Context: an optimization exercise on an open-source flow, tuned for small area, a short achievable clock period and few clock cycles per item. The choices shown serve that exercise and are no tape-out recipe. RTL that was checked went through simulation tests only; none was proved equivalent to the original. Power and IR drop assume default switching activity.

== job 4891 ==
// Microprocessor
module Microprocessor(
    input [7:0] Instruction,
    input CLK_IN,
    input RST,
	input [3:0] SEL_REG,
    output [7:0] Read_Address,	 
    output [6:0] SEG1,   
	output [6:0] SEG2,	 
	output [6:0] SEG3,   
	output [6:0] SEG4,	 
	output [6:0] SEG5,   
	output [6:0] SEG6	 
    );
export LEC_CHECK = 0
export CAP_MARGIN = 20
export CORE_MARGIN = 2
export CORE_UTILIZATION = 40
export CTS_BUF_LIST = sky130_fd_sc_hd__clkbuf_8
export SETUP_SLACK_MARGIN = 2
export SLEW_MARGIN = 20
create_clock -name core_clock -period 6.0 [get_ports {CLK_IN}]
standard.sh (not shown) runs the stock make flow with config.mk's settings and CLKGATE_MAP_FILE= SYNTH_SCRIPT=/design/flow/synth_recipe.tcl, a recipe that flattens the netlist after the stock synthesis.
==> flow/flow/run.sh <==
#!/bin/bash
# The standard layout (the standard.sh: unchanged synthesis, floorplan,
# placement, CTS, routing), with the port buffers that buffer_ports inserts
# made plain buffers instead of the default delay-cell buffers.
set -euo pipefail
export BUFFER_PORTS_ARGS="-buffer_cell sky130_fd_sc_hd__buf_2"
bash standard.sh > standard.log 2>&1
diff inputs: job 4891 => job 6525
-- flow/config.mk --
<<< job 4891, line 14
>>> job 6525, line 14
export SYNTH_HIERARCHICAL = 1
## What came out
Job 6525 finished every stage and its layout cleared the timing, DRC and antenna checks.
Global-route wire length before repair (job 6525 over job 4891): increase, 6.0 mm
Against job 4891, job 6525 reports a weighted congestion reported at the end of routability-driven placement that is higher.
Of job 4891 and job 6525, the higher hold path depth belongs to job 4891.
Core area is lower on job 4891
Cmp job 4891 and job 6525 / worst setup slack / higher: job 4891
Job 6525: length of the first detailed-routing pass in iterations is 2 higher than what job 4891 reported.
Diff job 4891..job 6525 | count of final setup violators | unchanged
Count of multi-input gates sits higher in job 6525 than in job 4891.
No functional check of the RTL was part of any run of this note.

---

Another version of the RTL of Microprocessor (not shown whole).
Size: roughly 1500 cells after synthesis, ~300 flip-flops, about 0.016 mm^2 of cells after synthesis.
export LEC_CHECK = 0
export CAP_MARGIN = 20
export CORE_MARGIN = 2
export CORE_UTILIZATION = 40
export SETUP_SLACK_MARGIN = 2
export SLEW_MARGIN = 20
create_clock -name core_clock -period 6.0 [get_ports {CLK_IN}]
==> flow/flow/run.sh <==
#!/bin/bash
# The standard layout (standard.sh), with the standard synthesis run
# unchanged first. The layout steps then run with:
#  - plain buffers (buf_2) on the ports instead of delay-cell buffers,
#  - timing repair allowed to change a cell's footprint (sky130hd's
#    config.mk restricts the floorplan and CTS repairs to same-footprint
#    swaps).
set -euo pipefail
bash standard.sh synth > synth.log 2>&1
bash standard.sh "BUFFER_PORTS_ARGS=-buffer_cell sky130_fd_sc_hd__buf_2" MATCH_CELL_FOOTPRINT=0 finish > layout.log 2>&1
Next try:
==> flow/flow/run.sh (replaced) <==
#!/bin/bash
# The standard layout (the standard.sh: unchanged synthesis, floorplan,
# placement, CTS, routing), with the port buffers that buffer_ports inserts
# made plain buffers instead of the default delay-cell buffers.
set -euo pipefail
export BUFFER_PORTS_ARGS="-buffer_cell sky130_fd_sc_hd__buf_2"
bash standard.sh > standard.log 2>&1
Settings changed: SETUP_SLACK_MARGIN 2 to 3.
Sequential share of layout area came out lower by 4.2 points.
Core utilization came out higher by 5.4 points.
Count of clock-buffer cells in the layout came out higher by 10.
Non-clock buffer count came out higher by 91.
Next try:
Settings changed: SETUP_SLACK_MARGIN 3 to 2.5.
The new run went through all stages and came out clean.
Routed wire length fell by a few percent.
Register-to-register slack gains 0.09 ns.
Worst setup slack improves by 0.060 ns.
Next try:
Settings changed: SETUP_SLACK_MARGIN 2.5 to 2, SYNTH_HIERARCHICAL from default to 1.
What happened: Setup slack degrades by 0.32 ns. Fmax drops by 7.6%. Sequential share of layout area went up by 3.6 points. Clock skew shrinks by 0.014 ns. Critical path depth shrinks by 2. Clock power is higher by about 2%. Worst hold slack is better by 0.10 ns. Design area fell by about 8%. Die area grows by 4.7%.
No functional check of the RTL was part of any run of this note.

---

Microprocessor, a different RTL version from the one above (not shown whole).
For scale: roughly 1,100 cells after synthesis, about 64 I/O pins, about 15,000 sq um of cells after synthesis.
// Microprocessor
module Microprocessor(
    input [7:0] Instruction,
    input CLK_IN,
    input RST,
	input [3:0] SEL_REG,
    output [7:0] Read_Address,	 
    output [6:0] SEG1,   
	output [6:0] SEG2,	 
	output [6:0] SEG3,   
	output [6:0] SEG4,	 
	output [6:0] SEG5,   
	output [6:0] SEG6	 
    );
	wire [1:0] op = Instruction[7:6];
	wire [1:0] rs = Instruction[5:4];
	wire [1:0] rt = Instruction[3:2];
	wire [1:0] rd = Instruction[1:0];
	wire [7:0] Imm;
	wire [7:0] Read_Data1, Read_Data2;
	wire [7:0] Reg_Data;
	wire [7:0] Reg_Write_Data_Save;
	wire [3:0] Reg_Data_Select;
	assign Imm = {{6{Instruction[1]}}, Instruction[1:0]};
	function [6:0] seg7(input [3:0] h);
		begin
		seg7[0] = ~((~h[3] & ~h[2] & ~h[1] & h[0]) | (~h[3] & h[2] & ~h[1] & ~h[0]) | (h[3] & ~h[2] & h[1] & h[0]) | (h[3] & h[2] & ~h[1] & h[0]));
		seg7[1] = ~((~h[3] & h[2] & ~h[1] & h[0]) | (h[3] & h[2] & ~h[0]) | (h[3] & h[1] & h[0]) | (h[2] & h[1] & ~h[0]));
		seg7[2] = ~((~h[3] & ~h[2] & h[1] & ~h[0]) | (h[3] & h[2] & h[1]) | (h[3] & h[2] & ~h[0]));
		seg7[3] = ~((~h[3] & ~h[2] & ~h[1] & h[0]) | (~h[3] & h[2] & ~h[1] & ~h[0]) | (h[3] & ~h[2] & h[1] & ~h[0]) | (h[2] & h[1] & h[0]));
		seg7[4] = ~((~h[3] & h[2] & ~h[1]) | (~h[3] & h[0]) | (~h[2] & ~h[1] & h[0]));
		seg7[5] = ~((~h[3] & ~h[2] & h[1]) | (~h[3] & ~h[2] & h[0]) | (~h[3] & h[1] & h[0]) | (h[3] & h[2] & ~h[1] & h[0]));
		seg7[6] = ~((~h[3] & ~h[2] & ~h[1]) | (~h[3] & h[2] & h[1] & h[0]) | (h[3] & h[2] & ~h[1] & ~h[0]));
		end
	endfunction
	wire is_load  = (op == 2'b01);
	wire is_store = (op == 2'b10);
	wire is_jump  = (op == 2'b11);
	wire [7:0] Sum  = Read_Data1 + Read_Data2;	 
	wire [7:0] Addr = Read_Data1 + Imm;		 
	wire [3:0] rs1 = 4'b0001 << rs;
	wire [3:0] rt1 = 4'b0001 << rt;
	wire [3:0] rd1 = 4'b0001 << rd;
  ...
clock: 6.0 ns
lec_check: 0
cap_margin: 20
core_margin: 2
core_utilization: 40
cts_buf_list: sky130_fd_sc_hd__clkbuf_8
cts_cluster_diameter: 50
cts_cluster_size: 18
setup_slack_margin: 2.4
slew_margin: 20
==> flow/flow/run.sh <==
#!/bin/bash
# The standard layout (the standard.sh: unchanged synthesis, floorplan,
# placement, CTS, routing), with the port buffers that buffer_ports inserts
# made plain buffers instead of the default delay-cell buffers.
set -euo pipefail
export BUFFER_PORTS_ARGS="-buffer_cell sky130_fd_sc_hd__buf_2"
bash standard.sh > standard.log 2>&1
Testbench counts at the start, summed over its fixed seeds: cycles 6,109, instructions 6,109.
==> next run, changes <==
SETUP_SLACK_MARGIN = 2   (was 2.4)
SYNTH_HIERARCHICAL = 1   (was unset)
Effect: The changed run finished with timing, DRC and antenna clean; worst setup slack gains 64 ps; maximum frequency goes up by 1.6%; cell count goes up by 9.8%; cell area goes down by 1.1%; combinational power goes down by 29%; global-route usage goes down by 1.9 points; total power goes down by 16%.
==> next run, changes <==
CORE_UTILIZATION = 50   (was 40)
PLACE_DENSITY = 0.65   (was unset)
SYNTH_HIERARCHICAL = unset   (was 1)
Outcome: Power rises by a few percent. Worst setup slack got worse by 70 ps. Cell count is lower by about a fifth. Routed wire length goes down by roughly a tenth. Design area drops by a little under a tenth. First-iteration DRC count went down by a little under a tenth. Worst hold slack improved by 20 ps. Fmax goes down slightly.

---

Microprocessor again, from the RTL that the note above started with.
==> flow/config.mk <==
export PLATFORM = sky130hd
export DESIGN_NAME = Microprocessor
export DESIGN_NICKNAME = Microprocessor
export VERILOG_FILES = /design/flow/design.v
export SDC_FILE = /design/flow/constraint.sdc
export NUM_CORES = 4
export LEC_CHECK = 0
export CAP_MARGIN = 20
export CORE_MARGIN = 2
export CORE_UTILIZATION = 40
export CTS_BUF_LIST = sky130_fd_sc_hd__clkbuf_8
export CTS_CLUSTER_DIAMETER = 50
export CTS_CLUSTER_SIZE = 18
export SETUP_SLACK_MARGIN = 2
export SLEW_MARGIN = 20
==> flow/constraint.sdc <==
create_clock -name core_clock -period 6.0 [get_ports {CLK_IN}]
set_input_delay 1.2000 -clock core_clock [delete_from_list [all_inputs] [get_ports {CLK_IN}]]
set_output_delay 1.2000 -clock core_clock [all_outputs]
set_load 0.01 [all_outputs]
==> flow/flow/run.sh <==
#!/bin/bash
# The standard layout (standard.sh), with the standard synthesis run
# unchanged first. The layout steps then run with:
#  - plain buffers (buf_2) on the ports instead of delay-cell buffers,
#  - timing repair allowed to change a cell's footprint (sky130hd's
#    config.mk restricts the floorplan and CTS repairs to same-footprint
#    swaps).
set -euo pipefail
bash standard.sh synth > synth.log 2>&1
bash standard.sh "BUFFER_PORTS_ARGS=-buffer_cell sky130_fd_sc_hd__buf_2" MATCH_CELL_FOOTPRINT=0 finish > layout.log 2>&1
The first run completed with no timing, DRC or antenna violations.
Testbench counts at the start, summed over its fixed seeds: cycles 6,109, instructions 6,109.
==> next run, changes <==
==> flow/flow/run.sh (replaced) <==
#!/bin/bash
# The standard layout (the standard.sh: unchanged synthesis, floorplan,
# placement, CTS, routing), with the port buffers that buffer_ports inserts
# made plain buffers instead of the default delay-cell buffers.
set -euo pipefail
export BUFFER_PORTS_ARGS="-buffer_cell sky130_fd_sc_hd__buf_2"
bash standard.sh > standard.log 2>&1
Result: The new run completed with no timing, DRC or antenna violations; total power came out lower by 1.1%; maximum frequency barely changes; worst setup slack barely changes; worst hold slack gains 7.0 ps; synthesized cell count stays the same; sequential power hardly moves; first-iteration DRC count came out higher by 7.2%; non-clock buffer count came out higher by 3; via count is about the same; register-to-register slack stays flat.
==> next run, changes <==
Settings changed: SETUP_SLACK_MARGIN 2 to 2.6, SYNTH_HIERARCHICAL set to 1.
Outcome: Maximum frequency climbs by 2.0%. Worst setup slack gets better by 77 ps. Count of clock-buffer cells in the layout is higher by 2. Total power climbs by 11%. Area after synthesis went up by about 11%. Global-route usage climbs by 1.3 points. Via count increases by 15%. Combinational power rose by 21%. Critical path depth fell by 1. Hold slack stays flat. Routed wire length came out higher by 19%.
==> next run, changes <==
Settings changed: GPL_ROUTABILITY_DRIVEN set to 0, SETUP_SLACK_MARGIN 2.6 to 2, SYNTH_HIERARCHICAL 1 to unset.
Cell area falls by 19%.
Area after synthesis shrinks by about 10%.
Clock skew fell by 3.1 ps.
Worst setup slack degrades by 77 ps.

==> separate check: timing with driven ports <==
The flow's constraints put no driver on any port. The routed layouts listed below were extracted and timed again, unchanged, in two steps. Step 1, drivers: a clkbuf_16 drives CLK_IN and a buf_2 each remaining input, both assumed. Step 2 adds t to the input delays and takes it off the output delays; t is the mean of the earliest and latest rising clock arrival at the registers after step 1. Input paths then give back, and output paths get back, about the clock's delay inside the block. Three values: ideal ports, drivers, drivers and shift; two values: the first two.
run	t, ns	setup slack, ns	worst setup path at the end
job 4891	0.631	1.866 / 1.817 / 1.273	input to register
job 6525	0.601	1.732 / 1.714 / 1.114	input to register
the first run of note 2	0.605	2.022 / 1.935 / 1.331	input to register
the second run of note 2	0.622	2.050 / 2.023 / 1.401	input to register
the third run of note 2	0.580	2.110 / 2.058 / 1.478	input to register
the fourth run of note 2	0.639	1.791 / 1.756 / 1.117	input to register
the first run of note 3	0.644	1.952 / 1.903 / 1.677	input to register
the second run of note 3	0.680	2.016 / 1.973 / 1.421	input to register
the third run of note 3	0.641	1.946 / 1.882 / 1.421	input to register
the first run of note 4	0.631	1.979 / 1.938 / 1.439	input to register
the second run of note 4	0.638	1.981 / 1.930 / 1.423	input to register
the third run of note 4	0.677	2.058 / 2.008 / 1.653	input to register
the fourth run of note 4	0.638	1.981 / 1.930 / 1.423	input to register
After both steps every run listed still meets setup and hold. The setup slack of the first run of note 2, which loses most, moves by -0.087 ns with the drivers and by -0.691 ns with both steps.
